What follows belongs to an exercise in optimizing a design on an open flow for small area; a production flow would make more cautious choices.
In this exercise RTL edits were held to simulation tests only and were not proved equivalent to the original.
Power and IR drop assume default switching activity.

==> flow/design.v (excerpt) <==
module clock(
    input clk,
    input rst,
    input adjust, up, up_ten,
    input h24, world_clock,
    input usa, england, spain,
    input sw_stopwatch,
    input sw_timer,
    input sw_alarm_set,
    input btn_stp_start,
    input btn_stp_reset,
    input btn_alarm_toggle,
    input btn_alarm_stop,
    output [7:0] seg_data, seg_com, seg7,
    output am, pm,
    output led4, led6, led8,
    output LCD_RS, LCD_RW, LCD_E,
    output [7:0] LCD_DATA,
    output [3:0] rgb_r,
    output piezo_out
    );
    reg [8:0] b;
    reg [2:0] d0, d1, d2;
    reg [1:0] t;             
    wire d0_4 = (d0 == 3'd4);
    wire d1_4 = (d1 == 3'd4);
    wire d2_4 = (d2 == 3'd4);
    always @(posedge clk or posedge rst) begin
        if (rst) begin
            b <= 0; d0 <= 0; d1 <= 0; d2 <= 0; t <= 0;
        end else begin
            b <= b + 1'b1;
            d0 <= d0_4 ? 3'd0 : d0 + 1'b1;
            if (d0_4) d1 <= d1_4 ? 3'd0 : d1 + 1'b1;
            if (d0_4 && d1_4) d2 <= d2_4 ? 3'd0 : d2 + 1'b1;
            t <= {t[1] ^ t[0], ~t[0] | t[1]};
        end
    end
    wire tick_999 = (b[2:0] == 3'd7) && d0_4 && d1_4 && d2_4;
    wire tick_1hz = (b[2:0] == 3'd0) && (d0 == 0) && (d1 == 0) && (d2 == 0) && (t != 2'b00);
    wire tick_10ms = b[0] && d0_4;
    wire lcd_tick = (t == 2'b10);
    assign LCD_E = (t == 2'b01);
    wire nomode = ~sw_stopwatch & ~sw_timer & ~sw_alarm_set;
    reg p_adj, p_up, p_upt, p_sst, p_srs, p_atg, p_ast, p_nm;
    always @(posedge clk) begin
        p_adj <= adjust; p_up <= up; p_upt <= up_ten;
        p_sst <= btn_stp_start; p_srs <= btn_stp_reset;
        p_atg <= btn_alarm_toggle; p_ast <= btn_alarm_stop;
        p_nm <= nomode;
    end
    wire adj_p = adjust & ~p_adj;
    wire up_p = up & ~p_up;
    wire upt_p = up_ten & ~p_upt;
    wire sst_p = btn_stp_start & ~p_sst;
    wire srs_p = btn_stp_reset & ~p_srs;
    wire atg_p = btn_alarm_toggle & ~p_atg;
    wire ast_p = btn_alarm_stop & ~p_ast;
    wire tc_adj_p = adjust & nomode & ~(p_adj & p_nm);
    wire tc_up_p = up & nomode & ~(p_up & p_nm);
    wire tc_upt_p = up_ten & nomode & ~(p_upt & p_nm);
  ...
For scale: ~9300 µm² of cells after synthesis.
clock: 20.0 ns
lec_check: 0
abc_area: 1
cap_margin: 20
core_margin: 2
core_utilization: 65
cts_buf_list: sky130_fd_sc_hd__clkbuf_8
slew_margin: 20
standard.sh (not shown) runs the stock make flow with config.mk's settings and CLKGATE_MAP_FILE= SYNTH_SCRIPT=/design/flow/synth_recipe.tcl, a recipe that flattens the netlist after the stock synthesis.
==> flow/flow/run.sh <==
#!/bin/bash
set -euo pipefail
W=$(pwd)
F="$W/flow"

# ORFS's synth.tcl with the ABC script of the logic mapping replaced
sed 's#log_cmd abc {\*}$abc_args#log_cmd abc {*}[lreplace $abc_args 1 1 $::env(MY_ABC_SCRIPT)]#' \
    "$FLOW_HOME/scripts/synth.tcl" > "$W/synth_mod.tcl"
grep -q MY_ABC_SCRIPT "$W/synth_mod.tcl"
sed "s#source \$::env(SCRIPTS_DIR)/synth.tcl#source $W/synth_mod.tcl#" \
    "$W/synth_recipe.tcl" > "$W/my_synth.tcl"
grep -q synth_mod "$W/my_synth.tcl"
# The standard flow's layout command with that synthesis script
sed "s#SYNTH_SCRIPT=[^ ]*#SYNTH_SCRIPT=$W/my_synth.tcl ADDER_MAP_FILE= 'BUFFER_PORTS_ARGS=-buffer_cell sky130_fd_sc_hd__buf_1'#" \
    "$W/standard.sh" > "$W/my_standard.sh"
grep -q my_synth "$W/my_standard.sh"

export MY_ABC_SCRIPT="$F/area.abc"
bash "$W/my_standard.sh" > "$W/flow_make.log" 2>&1
test -f "$W/out/final.def"
==> flow/flow/area.abc <==
strash
ifraig
&get -n
&deepsyn -T 60
&put
dc2
dch -f
amap
topo
==> next run, changes <==
==> flow/run.sh (new file) <==
#!/bin/bash
# synth_recipe.tcl (not shown) runs the flow's synth.tcl, then flattens the netlist and writes it again
# the make line also repeats each setting of config.mk as NAME=value (left out here)
make -C /OpenROAD-flow-scripts/flow DESIGN_CONFIG=/design/flow/config.mk WORK_HOME=/design/flow/orfs CLKGATE_MAP_FILE= SYNTH_SCRIPT=/design/flow/synth_recipe.tcl finish
--- a/flow/config.mk
+++ b/flow/config.mk
@@ -12 +11,0 @@
-export CTS_BUF_LIST = sky130_fd_sc_hd__clkbuf_8
removed: flow/flow/run.sh
removed: flow/flow/area.abc
removed: flow/standard.sh
Clock skew barely changes.
Final area rose by a quarter to a third.
Register-to-register slack improved by 600 ps.
Area after synthesis rose by a quarter to a third.
Final cell count rose by a quarter to a third.
Power rose by well over a third.
Clock power rose by a quarter to a third.
Utilization rose by 0.11 points.
Routed wire length rose by a quarter to a third.
Worst setup slack improved by 1000 ps.
Sequential cell count is unchanged.
==> next run, changes <==
==> flow/flow/run.sh (new file) <==
#!/bin/bash
set -euo pipefail
W=$(pwd)
F="$W/flow"

# ORFS's synth.tcl with the ABC script of the logic mapping replaced
sed 's#log_cmd abc {\*}$abc_args#log_cmd abc {*}[lreplace $abc_args 1 1 $::env(MY_ABC_SCRIPT)]#' \
    "$FLOW_HOME/scripts/synth.tcl" > "$W/synth_mod.tcl"
grep -q MY_ABC_SCRIPT "$W/synth_mod.tcl"
sed "s#source \$::env(SCRIPTS_DIR)/synth.tcl#source $W/synth_mod.tcl#" \
    "$W/synth_recipe.tcl" > "$W/my_synth.tcl"
grep -q synth_mod "$W/my_synth.tcl"
# The standard flow's layout command with that synthesis script
sed "s#SYNTH_SCRIPT=[^ ]*#SYNTH_SCRIPT=$W/my_synth.tcl ADDER_MAP_FILE= 'BUFFER_PORTS_ARGS=-buffer_cell sky130_fd_sc_hd__buf_1'#" \
    "$W/standard.sh" > "$W/my_standard.sh"
grep -q my_synth "$W/my_standard.sh"

export MY_ABC_SCRIPT="$F/area.abc"
bash "$W/my_standard.sh" > "$W/flow_make.log" 2>&1
test -f "$W/out/final.def"
==> flow/flow/area.abc (new file) <==
strash
ifraig
&get -n
&deepsyn -T 60
&put
dc2
dch -f
amap
topo
==> flow/standard.sh (new file) <==
#!/bin/bash
# synth_recipe.tcl (not shown) runs the flow's synth.tcl, then flattens the netlist and writes it again
# the make line also repeats each setting of config.mk as NAME=value (left out here)
make -C /OpenROAD-flow-scripts/flow DESIGN_CONFIG=/design/flow/config.mk WORK_HOME=/design/flow/orfs CLKGATE_MAP_FILE= SYNTH_SCRIPT=/design/flow/synth_recipe.tcl "${@:-finish}"
--- a/flow/config.mk
+++ b/flow/config.mk
@@ -11,0 +12,2 @@
+export CTS_BUF_LIST = sky130_fd_sc_hd__clkbuf_4 sky130_fd_sc_hd__clkbuf_8
+export CTS_CLUSTER_SIZE = 10
removed: flow/run.sh
=> Sequential power is lower by about 4%. Final area came out lower by 26%. Wire length shrinks by 20%. Total power is lower by 32%. Global-route usage rose by 2.7 points. Sequential share of layout area came out higher by 10 points. Worst hold slack is worse by 13 ps. Critical path depth falls by 11. Die area goes down by 23%. First-iteration DRC count goes up by 15%. Final cell count falls by 25%.


Setup of run A:
clock, a different RTL version from the one above (not shown whole).
Size in the first run: ~160 flip-flops, ~62 I/O pins.
clock: 20.0 ns
lec_check: 0
abc_area: 1
cap_margin: 20
core_margin: 2
core_utilization: 65
cts_buf_list: sky130_fd_sc_hd__clkbuf_4 sky130_fd_sc_hd__clkbuf_8
cts_cluster_size: 10
slew_margin: 20
==> flow/flow/run.sh <==
#!/bin/bash
set -euo pipefail
W=$(pwd)
F="$W/flow"

# ORFS's synth.tcl with the logic mapping (abc) replaced by my_abc_best
sed 's#log_cmd abc {\*}$abc_args#my_abc_best $abc_args#' \
    "$FLOW_HOME/scripts/synth.tcl" > "$W/synth_mod.tcl"
grep -q my_abc_best "$W/synth_mod.tcl"
sed "s#source \$::env(SCRIPTS_DIR)/synth.tcl#source $F/abc_best.tcl\nsource $W/synth_mod.tcl#" \
    "$W/synth_recipe.tcl" > "$W/my_synth.tcl"
grep -q synth_mod "$W/my_synth.tcl"
# The standard flow's layout command with that synthesis script
sed "s#SYNTH_SCRIPT=[^ ]*#SYNTH_SCRIPT=$W/my_synth.tcl ADDER_MAP_FILE= 'BUFFER_PORTS_ARGS=-buffer_cell sky130_fd_sc_hd__buf_1' 'MIN_BUF_CELL_AND_PORTS=sky130_fd_sc_hd__buf_1 A X'#" \
    "$W/standard.sh" > "$W/my_standard.sh"
grep -q my_synth "$W/my_standard.sh"

# ABC scripts: two variants (area_a.abc, area_b.abc), several seeds each
RUNS=""
for v in a b; do
    for s in 1 2 3 4 5; do
        [[ $v == b && $s -gt 3 ]] && continue
        sed "s/@SEED@/$s/" "$F/area_$v.abc" > "$W/area_$v$s.abc"
        RUNS="$RUNS $v$s"
    done
done
export MY_ABC_DIR="$W"
export MY_ABC_SEEDS="$RUNS"
bash "$W/my_standard.sh" > "$W/flow_make.log" 2>&1
test -f "$W/out/final.def"
==> flow/flow/abc_best.tcl <==
# Map the logic with ABC once per seed in MY_ABC_SEEDS and keep the smallest.
proc my_abc_best {abc_args} {
  global lib_args
  set best -1
  yosys design -save my_abc_pre
  foreach s $::env(MY_ABC_SEEDS) {
    yosys design -load my_abc_pre
    yosys abc {*}[lreplace $abc_args 1 1 "$::env(MY_ABC_DIR)/area_$s.abc"]
    set f "$::env(REPORTS_DIR)/abc_stat_$s.txt"
    yosys tee -q -o $f stat {*}$lib_args
    set fh [open $f r]
    set txt [read $fh]
    close $fh
    if {![regexp {Chip area for module '[^']*': ([0-9.]+)} $txt -> area]} {
      error "no area in $f"
    }
    puts "abc seed $s: area $area"
    if {$best < 0 || $area < $best} {
      set best $area
      yosys design -save my_abc_best
    }
  }
  yosys design -load my_abc_best
  puts "abc best area $best"
}
==> flow/flow/area_a.abc <==
strash
&get -n
&deepsyn -T 40 -S @SEED@
&put
dch -f
amap
topo
==> flow/flow/area_b.abc <==
strash
ifraig
&get -n
&deepsyn -T 40 -S @SEED@
&put
dc2
dch -f
amap
topo
Run A: done, clean on timing, DRC and antenna
Input-level comparison between run B and run A:
-- flow/flow/run.sh --
<<< run A, line 18
# ABC scripts: two variants (area_a.abc, area_b.abc), several seeds each
>>> run B, line 18
# ABC scripts: two variants (area_e.abc, area_f.abc), several seeds each
<<< run A, line 20
for v in a b; do
    for s in 1 2 3 4 5; do
        [[ $v == b && $s -gt 3 ]] && continue
>>> run B, line 20
for v in e f; do
    for s in 1 2 3 4 5 6; do
        [[ $v == f && $s -gt 4 ]] && continue
==> flow/flow/area_e.abc (new file) <==
strash
&get -n
&deepsyn -T 40 -S @SEED@
&put
dch -f
amap -A 50 -F 50
strash
dch -f
amap -A 50 -F 50
strash
dch -f
amap -A 50 -F 50
strash
dch -f
amap -A 50 -F 50
strash
dch -f
amap -A 50 -F 50
topo
==> flow/flow/area_f.abc (new file) <==
strash
&get -n
&deepsyn -T 60 -S @SEED@
&put
dch -f
amap -A 50 -F 50
strash
dch -f
amap -A 50 -F 50
strash
dch -f
amap -A 50 -F 50
strash
dch -f
amap -A 50 -F 50
strash
dch -f
amap -A 50 -F 50
strash
dch -f
amap -A 50 -F 50
strash
dch -f
amap -A 50 -F 50
strash
dch -f
amap -A 50 -F 50
topo
removed: flow/flow/area_a.abc
removed: flow/flow/area_b.abc
==> comparison <==
Run A ended up with seg_data[4] as its endpoint of the most critical setup path; run B ended up with seg_data[2].
Between run B and run A, it is run B whose cell count of the worst reg-to-reg path is higher, by 2.
Fraction of layout instances using a drive strength above 1 delta for run B relative to run A: 0.39 points higher
Stage delay of the slowest cell on the critical path: run B vs run A up 0.08 ns
For the cell area reported after detailed placement, run B came in 110 um^2 lower than run A did.
Relative to run A, total routing resource utilization after global routing decreased by 2.5 points in run B.
Sort run B and run A by global routing usage on met3 desc -> top: run A
Run comparison: run A cell type of the slowest stage on the worst timing path buf_1; run B cell type of the slowest stage on the worst timing path a222oi_1
Largest fanout of any net on the critical path: run B < run A
Compared run B vs run A, and share of total power in combinational logic is down in run B.
Run B against run A; design internal power is down by a few percent.
Edits applied to the flow inputs when going from run B to run C:
-- flow/flow/run.sh --
<<< run B, line 18
# ABC scripts: two variants (area_e.abc, area_f.abc), several seeds each
>>> run C, line 18
# ABC scripts: three variants (area_a.abc, area_c.abc, area_d.abc), several seeds each
<<< run B, line 20
for v in e f; do
    for s in 1 2 3 4 5 6; do
        [[ $v == f && $s -gt 4 ]] && continue
>>> run C, line 20
for v in a c d; do
    for s in 1 2 3 4; do
        [[ $v == d && $s -gt 3 ]] && continue
==> flow/flow/area_a.abc (new file) <==
strash
&get -n
&deepsyn -T 40 -S @SEED@
&put
dch -f
amap
topo
==> flow/flow/area_c.abc (new file) <==
strash
&get -n
&deepsyn -T 40 -S @SEED@
&put
dch -f
amap -A 20 -F 20
topo
==> flow/flow/area_d.abc (new file) <==
strash
&get -n
&deepsyn -T 40 -S @SEED@
&dch -f
&nf -p -R 1000 -F 8 -A 8
&put
topo
removed: flow/flow/area_e.abc
removed: flow/flow/area_f.abc
## What came out
- Run B -> run C: number of nets in the finished design decreased by a few percent
- In run C, global-route met2 utilization is lower than in run B.
- Number of gates resized after CTS essentially unchanged between run C and run B.
- Compared with run B, run C shows a lower global-route usage.
- Count of clock-buffer cells in the layout, run B and run C, lower one = run B.
- Run C vs. run B: via count went down by 538.
- Compared with run B, run C shows cell area that has gone up slightly.
- For run B, the destination of the critical timing path was seg_data[2], unlike run C, where it was seg_data[3].
- From run B to run C the numbers moved as follows: total of plain and repair buffers excluding clock buffers went up by 3, clock-pin slew on the worst setup and hold paths flat.
- When run C is measured against run B, its buffer and inverter count on the worst path turns out 3 lower.
- Run C — critical path depth 6 lower, run B as reference
Setup changes, run C to run D
Settings: changing SLEW_MARGIN from 20 to 0; changing CAP_MARGIN from 20 to 0.
-- flow/flow/run.sh --
<<< run C, line 18
# ABC scripts: three variants (area_a.abc, area_c.abc, area_d.abc), several seeds each
>>> run D, line 18
# ABC scripts: two variants (area_a.abc, area_b.abc), several seeds each
<<< run C, line 20
for v in a c d; do
    for s in 1 2 3 4; do
        [[ $v == d && $s -gt 3 ]] && continue
>>> run D, line 20
for v in a b; do
    for s in 1 2 3 4 5; do
        [[ $v == b && $s -gt 3 ]] && continue
==> flow/flow/area_b.abc (new file) <==
strash
ifraig
&get -n
&deepsyn -T 40 -S @SEED@
&put
dc2
dch -f
amap
topo
removed: flow/flow/area_c.abc
removed: flow/flow/area_d.abc
--- outcome ---
- Looking at run D and run C, the sequential share of layout area is a wash.
- Against run C, run D comes in 0.35% higher on chip height.
- Run D reports a lower clock-cell share of area than run C does.
- Run C → run D: global-route usage shows an increase of 6.7 points; routed wire length shows an increase of about 20%; cell area shows no meaningful change; sum of routed wire segments on met1 shows an increase of about 6%.
- When the final numbers for run D and run C were put side by side, the path length in cells of the critical path turned out to be smaller in run C.
- Delta(fraction of area in multi-input gates, run D - run C) < 0
- When the final numbers for run D and run C were put side by side, the first-pass GRT wire length turned out to be smaller in run C.
- Going from run C to run D, number of standard cells in the final layout excluding fillers grew by a little under 10%.


Starting RTL as in the previous note.
Design clock, start of the top module:
module clock(
    input clk,
    input rst,
    input adjust, up, up_ten,
    input h24, world_clock,
    input usa, england, spain,
    input sw_stopwatch,
    input sw_timer,
    input sw_alarm_set,
    input btn_stp_start,
    input btn_stp_reset,
    input btn_alarm_toggle,
    input btn_alarm_stop,
    output [7:0] seg_data, seg_com, seg7,
    output am, pm,
    output led4, led6, led8,
    output LCD_RS, LCD_RW, LCD_E,
    output [7:0] LCD_DATA,
    output [3:0] rgb_r,
    output piezo_out
    );
clock: 20.0 ns
lec_check: 0
abc_area: 1
cap_margin: 20
core_margin: 2
core_utilization: 65
cts_buf_list: sky130_fd_sc_hd__clkbuf_4 sky130_fd_sc_hd__clkbuf_8
cts_cluster_size: 10
slew_margin: 20
==> flow/flow/run.sh <==
#!/bin/bash
set -euo pipefail
W=$(pwd)
F="$W/flow"

# ORFS's synth.tcl with the logic mapping (abc) replaced by my_abc_best
sed 's#log_cmd abc {\*}$abc_args#my_abc_best $abc_args#' \
    "$FLOW_HOME/scripts/synth.tcl" > "$W/synth_mod.tcl"
grep -q my_abc_best "$W/synth_mod.tcl"
sed "s#source \$::env(SCRIPTS_DIR)/synth.tcl#source $F/abc_best.tcl\nsource $W/synth_mod.tcl#" \
    "$W/synth_recipe.tcl" > "$W/my_synth.tcl"
grep -q synth_mod "$W/my_synth.tcl"
# The standard flow's layout command with that synthesis script
sed "s#SYNTH_SCRIPT=[^ ]*#SYNTH_SCRIPT=$W/my_synth.tcl ADDER_MAP_FILE= 'BUFFER_PORTS_ARGS=-buffer_cell sky130_fd_sc_hd__buf_1' 'MIN_BUF_CELL_AND_PORTS=sky130_fd_sc_hd__buf_1 A X'#" \
    "$W/standard.sh" > "$W/my_standard.sh"
grep -q my_synth "$W/my_standard.sh"

# ABC scripts: four variants (area_a.abc, area_c.abc, area_d.abc,
# area_e.abc), several seeds each
RUNS=""
for v in a c d e; do
    for s in 1 2 3 4; do
        [[ $v == a && $s -gt 3 ]] && continue
        [[ $v == d && $s -gt 2 ]] && continue
        sed "s/@SEED@/$s/" "$F/area_$v.abc" > "$W/area_$v$s.abc"
        RUNS="$RUNS $v$s"
    done
done
export MY_ABC_DIR="$W"
export MY_ABC_SEEDS="$RUNS"
bash "$W/my_standard.sh" > "$W/flow_make.log" 2>&1
test -f "$W/out/final.def"
==> flow/flow/area_a.abc <==
strash
&get -n
&deepsyn -T 40 -S @SEED@
&put
dch -f
amap
topo
==> flow/flow/area_c.abc <==
strash
&get -n
&deepsyn -T 40 -S @SEED@
&put
dch -f
amap -A 20 -F 20
topo
==> flow/flow/area_d.abc <==
strash
&get -n
&deepsyn -T 40 -S @SEED@
&dch -f
&nf -p -R 1000 -F 8 -A 8
&put
topo
==> flow/flow/area_e.abc <==
strash
&get -n
&deepsyn -T 40 -S @SEED@
&put
dch -f
amap -A 50 -F 50
strash
dch -f
amap -A 50 -F 50
strash
dch -f
amap -A 50 -F 50
strash
dch -f
amap -A 50 -F 50
strash
dch -f
amap -A 50 -F 50
topo
Scripts as last shown in full above: flow/flow/abc_best.tcl
Change:
--- a/flow/flow/run.sh
+++ b/flow/flow/run.sh
@@ -18,10 +18,3 @@
-# ABC scripts: four variants (area_a.abc, area_c.abc, area_d.abc,
-# area_e.abc), several seeds each
-RUNS=""
-for v in a c d e; do
-    for s in 1 2 3 4; do
-        [[ $v == a && $s -gt 3 ]] && continue
-        [[ $v == d && $s -gt 2 ]] && continue
-        sed "s/@SEED@/$s/" "$F/area_$v.abc" > "$W/area_$v$s.abc"
-        RUNS="$RUNS $v$s"
-    done
+# ABC scripts, one per seed
+for s in 1 2 3 4 5; do
+    sed "s/@SEED@/$s/" "$F/area.abc" > "$W/area_$s.abc"
@@ -30 +23 @@
-export MY_ABC_SEEDS="$RUNS"
+export MY_ABC_SEEDS="1 2 3 4 5"
==> flow/flow/area.abc (new file) <==
strash
ifraig
&get -n
&deepsyn -T 40 -S @SEED@
&put
dc2
dch -f
amap
topo
removed: flow/flow/area_a.abc
removed: flow/flow/area_c.abc
removed: flow/flow/area_d.abc
removed: flow/flow/area_e.abc
After rerunning:
- The new run went through all stages and came out clean
- via count grows by 5.6%
- fmax shrinks by 0.41%
- utilization grows by 0.42 points
- clock skew is about the same
- routed wire length grows by 6.6%
- setup slack is worse by 51 ps

## afterwards: timing with drivers on the ports
Ports are ideal in the flow. The routed layouts listed here were re-timed in OpenROAD.
Step 1 sets driving cells, clkbuf_16 on the clock port and buf_2 on the other inputs (assumed; they add their load-dependent delay and slew).
Step 2 adds t to the input delays and takes it off the output delays; t is the mean of the earliest and latest rising clock arrival at the registers after step 1. Input paths then give back, and output paths get back, about the clock's delay inside the block.
Slacks: no drivers / after step 1 / after step 2; pairs: no drivers / after step 1.
run	t, ns	setup WS [ns]	latest minus earliest clock arrival (ns)	cell pins on the clock port's net
the first run of note 1	0.534	6.316 / 6.292 / 6.292	0.017 / 0.017	1
the second run of note 1	0.493	7.350 / 7.323 / 7.323	0.015 / 0.015	1
the third run of note 1	0.504	6.937 / 6.911 / 6.911	0.012 / 0.012	1
run A	0.506	6.818 / 6.789 / 6.789	0.013 / 0.013	1
run B	0.520	7.256 / 7.231 / 7.231	0.019 / 0.019	1
run C	0.507	7.729 / 7.707 / 7.707	0.016 / 0.016	1
run D	0.506	6.818 / 6.789 / 6.789	0.013 / 0.013	1
the first run of note 3	0.510	7.615 / 7.592 / 7.592	0.013 / 0.013	1
the second run of note 3	0.499	7.564 / 7.543 / 7.543	0.015 / 0.015	1
After both steps every run listed still meets setup and hold.
